What follows belongs to an exercise in optimizing a design on an open flow for small area; a production flow would make more cautious choices. In this exercise RTL edits were held to simulation tests only and were not proved equivalent to the original. Power figures rest on the tool's default switching activity, not on a simulated workload.

<file path="design/flow/design.v">
`timescale 1ns / 1ps
module Rx (
    input  logic        clk_fpga,   
    input  logic        reset,      
    input  logic        RxD,       
    output logic [7:0]  RxData,
    output logic        data_valid      
);
    parameter int clk_freq    = 100_000_000;
    parameter int baud_rate   = 115200;
    parameter int div_sample  = 4;    
    parameter int div_counter = clk_freq / (baud_rate * div_sample);
    parameter int mid_sample  = div_sample / 2;
    parameter int div_bit     = 10;   
    typedef enum logic {IDLE=0, RECEIVING=1} state_t;
    state_t state, nextstate;
    logic [3:0]  bit_counter;         
    logic [1:0]  sample_counter;      
    logic [13:0] baudrate_counter;    
    logic [9:0]  rxshift_reg;         
    logic shift;
    logic clear_bitcounter, inc_bitcounter;
    logic clear_samplecounter, inc_samplecounter;
    assign RxData = rxshift_reg[8:1];    
    always_ff @(posedge clk_fpga or posedge reset) begin
        if (reset) begin
            state            <= IDLE;
            bit_counter      <= '0;
            sample_counter   <= '0;
            baudrate_counter <= '0;
            rxshift_reg      <= '0;
            data_valid       <= 1'b0;
        end else begin
            data_valid <= 1'b0;     
            baudrate_counter <= baudrate_counter + 1;
            if (baudrate_counter >= div_counter - 1) begin
                baudrate_counter <= 0;
                state <= nextstate;
                if (shift)
                    rxshift_reg <= {RxD, rxshift_reg[9:1]};
                if (clear_samplecounter)
                    sample_counter <= 0;
                else if (inc_samplecounter)
                    sample_counter <= sample_counter + 1;
                if (clear_bitcounter)
                    bit_counter <= 0;
                else if (inc_bitcounter)
                    bit_counter <= bit_counter + 1;
                if (state == RECEIVING &&
                    bit_counter == div_bit - 1 &&
                    sample_counter == div_sample - 1) begin
                    data_valid <= 1'b1;
                end
            end
        end
    end
    always_comb begin
        shift               = 1'b0;
        clear_samplecounter = 1'b0;
        inc_samplecounter   = 1'b0;
        clear_bitcounter    = 1'b0;
        inc_bitcounter      = 1'b0;
        nextstate           = state;
        case (state)
            IDLE: begin
                if (!RxD) begin
                    nextstate           = RECEIVING;
                    clear_bitcounter    = 1'b1;
                    clear_samplecounter = 1'b1;
                end
            end
            RECEIVING: begin
                nextstate = RECEIVING;
                if (sample_counter == mid_sample - 1)
                    shift = 1'b1;
                if (sample_counter == div_sample - 1) begin
                    inc_bitcounter     = 1'b1;
                    clear_samplecounter= 1'b1;
                    if (bit_counter == div_bit - 1)
                        nextstate = IDLE;
                end else begin
                    inc_samplecounter = 1'b1;
                end
            end
            default: nextstate = IDLE;
        endcase
    end
endmodule
module Tx #(
    parameter integer CLOCK_FREQ = 100_000_000,
    parameter integer BAUD_RATE  = 115200
) (
    input  logic        clk,
    input  logic        reset,
    input  logic        ready,       
    input  logic [7:0]  tx_data,
    output logic        TxD,
    output logic        tdre         
);
    localparam integer CYCLES_PER_BIT = (CLOCK_FREQ + BAUD_RATE - 1) / BAUD_RATE;  
    localparam integer BAUD_MAX       = (CYCLES_PER_BIT > 0) ? (CYCLES_PER_BIT - 1) : 0;
    localparam integer BAUD_CNT_WIDTH = $clog2(BAUD_MAX + 1);
    typedef enum logic [1:0] {
        S_MARK,    
        S_START,   
        S_DATA,    
        S_STOP     
    } state_t;
    state_t state, next_state;
    logic [7:0] txbuff;
    logic [2:0] bit_count;
    logic [BAUD_CNT_WIDTH-1:0] baud_count;
    logic ready_sync;
    always_ff @(posedge clk or posedge reset) begin
        if (reset)
            ready_sync <= 1'b0;
        else
            ready_sync <= ready;
    end
    always_ff @(posedge clk or posedge reset) begin
        if (reset)
            state <= S_MARK;
        else
            state <= next_state;
    end
    always_comb begin
        next_state = state;
        case (state)
            S_MARK: begin
                if (ready_sync && tdre)
                    next_state = S_START;
            end
            S_START: begin
                if (baud_count == BAUD_MAX)
                    next_state = S_DATA;
            end
            S_DATA: begin
                if ((baud_count == BAUD_MAX) && (bit_count == 3'd7))
                    next_state = S_STOP;
            end
            S_STOP: begin
                if (baud_count == BAUD_MAX)
                    next_state = S_MARK;
            end
            default: next_state = S_MARK;
        endcase
    end
    always_ff @(posedge clk or posedge reset) begin
        if (reset) begin
            TxD        <= 1'b1;
            tdre       <= 1'b1;
            baud_count <= '0;
            bit_count  <= '0;
            txbuff     <= '0;
        end else begin
            case (state)
                S_MARK: begin
                    TxD        <= 1'b1;
                    baud_count <= '0;
                    bit_count  <= '0;
                    if (ready_sync && tdre) begin
                        txbuff <= tx_data;   
                        tdre   <= 1'b0;      
                    end else begin
                        tdre   <= 1'b1;      
                    end
                end
                S_START: begin
                    TxD <= 1'b0;  
                    if (baud_count == BAUD_MAX) begin
                        baud_count <= '0;
                    end else begin
                        baud_count <= baud_count + 1;
                    end
                end
                S_DATA: begin
                    TxD <= txbuff[0];  
                    if (baud_count == BAUD_MAX) begin
                        baud_count <= '0;
                        txbuff    <= {1'b0, txbuff[7:1]};
                        bit_count <= bit_count + 1;
                    end else begin
                        baud_count <= baud_count + 1;
                    end
                end
                S_STOP: begin
                    TxD <= 1'b1;  
                    if (baud_count == BAUD_MAX) begin
                        baud_count <= '0;
                        tdre       <= 1'b1;  
                    end else begin
                        baud_count <= baud_count + 1;
                    end
                end
                default: begin
                    TxD        <= 1'b1;
                    tdre       <= 1'b1;
                    baud_count <= '0;
                    bit_count  <= '0;
                end
            endcase
        end
    end
endmodule
`timescale 1ns / 1ps
module command_parser (
    input  logic clk,
    input  logic reset,
    input  logic [7:0] rx_byte,
    input  logic       rx_valid,
    input  logic       cmd_ack,
    output logic       cmd_ready,
    output logic       seq_sel,    
    output logic [7:0] n_value
);
    typedef enum logic [2:0] {
        S_WAIT_LETTER,
        S_WAIT_COMMA,
        S_WAIT_NUM1,
        S_WAIT_LF,
        S_DONE
    } pstate_t;
    pstate_t state;
    logic [7:0] tens;
    logic       got_two_digits;
    assign cmd_ready = (state == S_DONE);
    always_ff @(posedge clk or posedge reset) begin
        if (reset) begin
            state          <= S_WAIT_LETTER;
            seq_sel        <= 1'b0;
            n_value        <= 8'd0;
            tens           <= 8'd0;
            got_two_digits <= 1'b0;
        end else begin
            if (cmd_ack && state == S_DONE) begin
                state <= S_WAIT_LETTER;
            end else if (rx_valid) begin
                unique case (state)
                    S_WAIT_LETTER: begin
                        if (rx_byte == "P") begin
                            seq_sel <= 1'b0;
                            state   <= S_WAIT_COMMA;
                        end else if (rx_byte == "M") begin
                            seq_sel <= 1'b1;
                            state   <= S_WAIT_COMMA;
                        end else begin
                            state <= S_WAIT_LETTER;  
                        end
                    end
                    S_WAIT_COMMA: begin
                        if (rx_byte == ",")
                            state <= S_WAIT_NUM1;
                        else
                            state <= S_WAIT_LETTER;  
                    end
                    S_WAIT_NUM1: begin
                        if (rx_byte >= "0" && rx_byte <= "9") begin
                            tens           <= rx_byte - "0";
                            got_two_digits <= 1'b0;
                            state          <= S_WAIT_LF;
                        end else begin
                            state <= S_WAIT_LETTER;
                        end
                    end
                    S_WAIT_LF: begin
                        if (rx_byte >= "0" && rx_byte <= "9") begin
                            n_value        <= (tens * 10) + (rx_byte - "0");
                            got_two_digits <= 1'b1;
                        end else if (rx_byte == "\n" || rx_byte == 8'h0D) begin
                            if (!got_two_digits)
                                n_value <= tens;
                            state <= S_DONE;
                        end
                    end
                    S_DONE: begin
                        state <= S_DONE;
                    end
                    default: state <= S_WAIT_LETTER;
                endcase
            end
        end
    end
endmodule
`timescale 1ns / 1ps
module padovan_unit (
    input  logic        clk,
    input  logic        reset,
    input  logic        start,
    input  logic [7:0]  n,
    output logic [31:0] result,
    output logic        done
);
    typedef enum logic [1:0] {IDLE, INIT, LOOP, FINISH} state_t;
    state_t state;
    logic [31:0] p0, p1, p2;
    logic [7:0]  i;
    always_ff @(posedge clk or posedge reset) begin
        if (reset) begin
            state  <= IDLE;
            result <= 32'd0;
            done   <= 1'b0;
        end else begin
            done <= 1'b0;
            case (state)
                IDLE: begin
                    if (start)
                        state <= INIT;
                end
                INIT: begin
                    p0 <= 32'd1;
                    p1 <= 32'd1;
                    p2 <= 32'd1;
                    i  <= 8'd3;
                    if (n == 0 || n == 1 || n == 2) begin
                        result <= 32'd1;
                        state  <= FINISH;
                    end else begin
                        state <= LOOP;
                    end
                end
                LOOP: begin
                    if (i <= n) begin
                        logic [31:0] new_p;
                        new_p = p0 + p1;
                        p0 <= p1;
                        p1 <= p2;
                        p2 <= new_p;
                        i  <= i + 1;
                        if (i == n) begin
                            result <= new_p;
                            state  <= FINISH;
                        end
                    end
                end
                FINISH: begin
                    done  <= 1'b1;
                    state <= IDLE;
                end
            endcase
        end
    end
endmodule
`timescale 1ns / 1ps
module moser_unit (
    input  logic        clk,
    input  logic        reset,
    input  logic        start,
    input  logic [7:0]  n,
    output logic [31:0] result,
    output logic        done
);
    typedef enum logic [1:0] {IDLE, RUN, FINISH} state_t;
    state_t state;
    logic [7:0]  n_work;
    logic [31:0] acc;
    logic [2:0]  pos;
    always_ff @(posedge clk or posedge reset) begin
        if (reset) begin
            state  <= IDLE;
            result <= 32'd0;
            done   <= 1'b0;
        end else begin
            done <= 1'b0;
            case (state)
                IDLE: begin
                    if (start) begin
                        if (n == 0) begin
                            result <= 32'd0;
                            state  <= FINISH;
                        end else begin
                            n_work <= n;
                            acc    <= 32'd0;
                            pos    <= 3'd0;
                            state  <= RUN;
                        end
                    end
                end
                RUN: begin
                    if (n_work != 0) begin
                        acc    <= acc | ({31'd0, n_work[0]} << {pos, 1'b0});
                        pos    <= pos + 3'd1;
                        n_work <= n_work >> 1;
                    end else begin
                        result <= acc;
                        state  <= FINISH;
                    end
                end
                FINISH: begin
                    done  <= 1'b1;
                    state <= IDLE;
                end
            endcase
        end
    end
endmodule
`timescale 1ns / 1ps
module top_cmd_uart #(
    parameter integer CLOCK_FREQ = 100_000_000,
    parameter integer BAUD_RATE  = 115200
)(
    input  logic       clk,
    input  logic       reset,
    input  logic       RxD,
    output logic       TxD,
    output logic [7:0] led
);
    logic [7:0] rx_byte;
    logic       rx_valid;
    Rx #(
        .clk_freq  (CLOCK_FREQ),
        .baud_rate (BAUD_RATE)
    ) u_rx (
        .clk_fpga   (clk),
        .reset      (reset),
        .RxD        (RxD),
        .RxData     (rx_byte),
        .data_valid (rx_valid)
    );
    logic [7:0] tx_data;
    logic       tx_start;
    logic       tx_free;
    Tx #(
        .CLOCK_FREQ (CLOCK_FREQ),
        .BAUD_RATE  (BAUD_RATE)
    ) u_tx (
        .clk    (clk),
        .reset  (reset),
        .ready  (tx_start),
        .tx_data(tx_data),
        .TxD    (TxD),
        .tdre   (tx_free)
    );
    logic       cmd_ready;
    logic       seq_sel;      
    logic [7:0] n_value;
    logic       cmd_ack;
    command_parser u_parser (
        .clk      (clk),
        .reset    (reset),
        .rx_byte  (rx_byte),
        .rx_valid (rx_valid),
        .cmd_ack  (cmd_ack),
        .cmd_ready(cmd_ready),
        .seq_sel  (seq_sel),
        .n_value  (n_value)
    );
    logic        pad_start, pad_done;
    logic [31:0] pad_res;
    padovan_unit u_pad (
        .clk    (clk),
        .reset  (reset),
        .start  (pad_start),
        .n      (n_value),
        .result (pad_res),
        .done   (pad_done)
    );
    logic        mos_start, mos_done;
    logic [31:0] mos_res;
    moser_unit u_mos (
        .clk    (clk),
        .reset  (reset),
        .start  (mos_start),
        .n      (n_value),
        .result (mos_res),
        .done   (mos_done)
    );
    typedef enum logic [2:0] {
        S_WAIT_CMD,
        S_START_CALC,
        S_WAIT_CALC,
        S_SEND_B0,
        S_SEND_B1,
        S_SEND_B2,
        S_SEND_B3
    } main_state_t;
    main_state_t state;
    logic [31:0] result_reg;
    logic        tx_wait;    
    assign cmd_ack = (state == S_START_CALC);
    assign pad_start = (state == S_START_CALC) && (cmd_ready) && (seq_sel == 1'b0);
    assign mos_start = (state == S_START_CALC) && (cmd_ready) && (seq_sel == 1'b1);
    assign led = rx_byte;
    always_ff @(posedge clk or posedge reset) begin
        if (reset) begin
            state    <= S_WAIT_CMD;
            tx_data  <= 8'd0;
            tx_start <= 1'b0;
            result_reg <= 32'd0;
            tx_wait  <= 1'b0;
        end else begin
            tx_start <= 1'b0;  
            if (tx_wait && !tx_free)
                tx_wait <= 1'b0;
            case (state)
                S_WAIT_CMD: begin
                    if (cmd_ready) begin
                        state <= S_START_CALC;
                    end
                end
                S_START_CALC: begin
                    state <= S_WAIT_CALC;
                end
                S_WAIT_CALC: begin
                    if (!seq_sel && pad_done) begin
                        result_reg <= pad_res;
                        state      <= S_SEND_B0;
                    end else if (seq_sel && mos_done) begin
                        result_reg <= mos_res;
                        state      <= S_SEND_B0;
                    end
                end
                S_SEND_B0: begin
                    if (tx_free && !tx_wait) begin
                        tx_data  <= result_reg[31:24];
                        tx_start <= 1'b1;
                        tx_wait  <= 1'b1;
                        state    <= S_SEND_B1;
                    end
                end
                S_SEND_B1: begin
                    if (tx_free && !tx_wait) begin
                        tx_data  <= result_reg[23:16];
                        tx_start <= 1'b1;
                        tx_wait  <= 1'b1;
                        state    <= S_SEND_B2;
                    end
                end
                S_SEND_B2: begin
                    if (tx_free && !tx_wait) begin
                        tx_data  <= result_reg[15:8];
                        tx_start <= 1'b1;
                        tx_wait  <= 1'b1;
                        state    <= S_SEND_B3;
                    end
                end
                S_SEND_B3: begin
                    if (tx_free && !tx_wait) begin
                        tx_data  <= result_reg[7:0];
                        tx_start <= 1'b1;
                        tx_wait  <= 1'b1;
                        state    <= S_WAIT_CMD;  
                    end
                end
                default: state <= S_WAIT_CMD;
            endcase
        end
    end
endmodule
</file>
<file path="design/flow/run.sh">
#!/bin/bash
# synth_recipe.tcl (not shown) runs the flow's synth.tcl, then flattens the netlist and writes it again
# the make line also repeats each setting of config.mk as NAME=value (left out here)
make -C /OpenROAD-flow-scripts/flow DESIGN_CONFIG=/design/flow/config.mk WORK_HOME=/design/flow/orfs CLKGATE_MAP_FILE= SYNTH_SCRIPT=/design/flow/synth_recipe.tcl finish
</file>
<file path="design/flow/config.mk">
export PLATFORM = sky130hd
export DESIGN_NAME = top_cmd_uart
export DESIGN_NICKNAME = top_cmd_uart
export VERILOG_FILES = /design/flow/design.v
export SDC_FILE = /design/flow/constraint.sdc
export NUM_CORES = 4
export LEC_CHECK = 0
export CAP_MARGIN = 20
export CORE_MARGIN = 2
export CORE_UTILIZATION = 40
export SLEW_MARGIN = 20
</file>
<file path="design/flow/constraint.sdc">
create_clock -name core_clock -period 10.0 [get_ports {clk}]
set_input_delay 2.0000 -clock core_clock [delete_from_list [all_inputs] [get_ports {clk}]]
set_output_delay 2.0000 -clock core_clock [all_outputs]
set_load 0.01 [all_outputs]
</file>
==> run summary <==
==> kinds of logic after synthesis <==
group	after synthesis	synth area share, %
compound gates	300	13.2
flops	292	53.9
other cells	1	0.0255
fa+ha+maj	89	7.73
mux	63	4.66
simple gates	422	13.9
buf+inv	114	3.20
xor+xnor	57	3.40
==> cell type report <==
class	instances	area (µm²)
multi-input combinational	937	6350
inverter	52	200
clock inverter	12	134
timing repair buffer	21	189
tap	468	586
clock buffer	48	945
sequential	292	7930
fill	3409	20100
==> where the power goes <==
group	leakage [nW]	total, W	internal, W	switching (W)
registers	3.68	0.00133	0.00127	0.0000559
logic	2.85	0.000218	0.000108	0.000110
clock network	0.526	0.00121	0.000714	0.000492
==> worst max path at each step <==
| stage | end | depth (start not counted) |
|---|---|---|
| 2_1_floorplan | u_mos.acc[0] | 2 |
| 3_3_place_gp | u_pad.p0[28] | 4 |
| 3_5_place_dp | u_pad.p1[16] | 4 |
| 4_1_cts | u_pad.p2[8] | 4 |
| 5_1_grt | u_pad.p2[27] | 4 |
| 6_report | u_pad.p2[27] | 4 |
==> per-stage QoR <==
stage	util, %	cell area, µm²	cells	worst slack (ns)	hold slack, ns
4_1_cts	44.8	16300	1830	6.04	0.350
5_1_grt	44.8	16300	1830	5.88	0.370
3_3_place_gp	41.8	15200	1770	5.52	0.335
3_5_place_dp	41.8	15200	1770	5.50	0.337
6_report	44.8	16300	1830	6.04	0.347
2_1_floorplan	-	14700	1343	3.16	0.331
==> critical path: cells and delay by family <==
family,cells,cell delay [ns]
buffers and inverters,3,1.77
and+or+nand+nor,1,0.23
==> Yosys cell counts (16+ instances only) <==
cell type  number
xnor2_1        35
mux2_2         43
mux2i_1        19
a21o_1         19
and2_1         77
inv_1          52
a21oi_1        81
nor2_1        116
xor2_1         22
nand2_1       115
ha_1           86
a22o_1         41
nor3_1         16
dfrtp_1       167
o21ai_0        75
clkbuf_1       43
edfxtp_1      123
nand3_1        24
==> metal layers <==
metal,global-route usage [%],vias to the layer above
li1,-,4736
met1,23.1,4700
met2,24.9,150
met3,2.49,46
met4,4.46,0
met5,0,-
==> reports/results.ini <==
[grt]
grt_pass1_vias = 9612
grt_max_degree = 88
grt_antenna_before_repair = 0
grt_usage_pct = 15.9
grt_pass1_wl_um = 50000
overflow = 0

[pwr]
p_per_area_nw_per_um2 = 169
p_total_w = 0.00275
ir_worst_vdd_mv = 0.102
p_leak_nw = 7.06

[setup_path]
cp_slowest_cell = buf_4
path_max_fanout = 68
crit_chain = clkdlybuf4s50_1 > nor3b_4 > buf_4 > buf_4
reg2reg_to = u_pad.p2[27]
cp.arrival_ns = 4.09
crit_path_frequent_cell = buf_4
cp-start-kind = input pin
r2r_start = u_pad.i[5]
r2r_setup_slack_ns = 6.72
critical-path-max-stage-delay_ns = 0.78
path_class = in2reg
end_kind = flop
crit_required_ns = 10.13
reg2reg_depth = 8
critPathLaunch = reset

[routing]
post_drt_wl_per_cell_um = 16.0
drc = 0
ant_nets = 0
wl_met2_um = 13100
wl_um = 29200
viasPerCell = 5.26
route.met3.wl_um = 993
dr.pass1.iters = 5
first_iter_violations = 704
vias = 9632
topRoutingLayerUsed = met4
wl_met1_um = 14500

[timing]
grt_setup_unrepaired = no
finalHoldViolCount = 0
fin_crit_sh_pct = 39.6
drv_slew = 0
min_period_ns = 3.96
skew_ns = 0.0269
fmax_ghz = 0.252
tightest_slew_ns = 1.08
setup_viol = 0
max_slew_margin_pct = 27.6
setup_tns_ns = 0

[hold_path]
hold_depth = 0
hold_start = tx_start
hold_class = reg2reg
holdPathEnd = u_tx.ready_sync

[synthesis]
synth_edf_count = 123
synth_area_um2 = 14700
yosysUniqueCellTypes = 68
synth_top_area_share_pct = 28.4
synth_area_leaders = dfrtp_1 (28%), edfxtp_1 (25%), ha_1 (7.3%)
synthArstFlopShare_pct = 57.9
synthCells = 1338
ys.flop_type = dfrtp_1
synth_top_cell_by_area = dfrtp_1
ys_ff_latch = 292
ys_seq_area_share_pct = 53.9
ys.warnings.count = 6
syn_area_per_cell_um2 = 11.0

[clock_tree]
cts_buffers = 34
clk_pin_slew_ns = 0.06
clock_latency_ns = 0.53
cts.sinks = 292
root_buffer = clkbuf_16
cts_hold_buf = 0
cts_max_level = 2
post_cts_buffers = 0
clock_path_buffers = 3
cts_resized = 0
cts_tree = yes

[cells_and_area]
diodes = 0
fin_nets = 1430
layout_commonest_cell = dfrtp_1
area_growth_pct = 11.0
drive_gt1_share_pct = 9.10
final_cell_mix = dfrtp_1 (167), edfxtp_1 (123), nor2_1 (116)

[floorplanning]
die_area_um2 = 38300
die_h_um = 196
die_w_um = 196
io_pins = 12
rows = 70
start_util_pct = 40.4
core_um2 = 36400

[placement]
port_buffers = 11
place.gp.congestion = 0.788
place_hpwl_um = 19300

[flow_run]
cap_violations = 0

[status]
outcome = complete, no violations

## re-timing with driven ports
How much do the figures lean on ideal ports? The routed layout below was timed once more, with nothing changed but the port constraints.
Step 1 sets driving cells, clkbuf_16 on the clock port and buf_2 on the other inputs (assumed; they add their load-dependent delay and slew).
Step 2 times the ports against the registers' clock, not the clock port: input delays grow and output delays shrink by t, the midpoint of the rising clock arrivals with the driver on.
Three values: ideal, step 1, step 2; two values: the first two.
t (ns): 0.564
setup slack, ns: 6.037 / 6.061 / 5.497
hold slack, ns: 0.347 / 0.347 / 0.347
worst setup path after step 2: input to register
worst slew at a driven data input, ns: 0.03
After both steps setup and hold are still met in this run. The setup slack of this run moves by +0.024 ns with the drivers and by -0.540 ns with both steps.
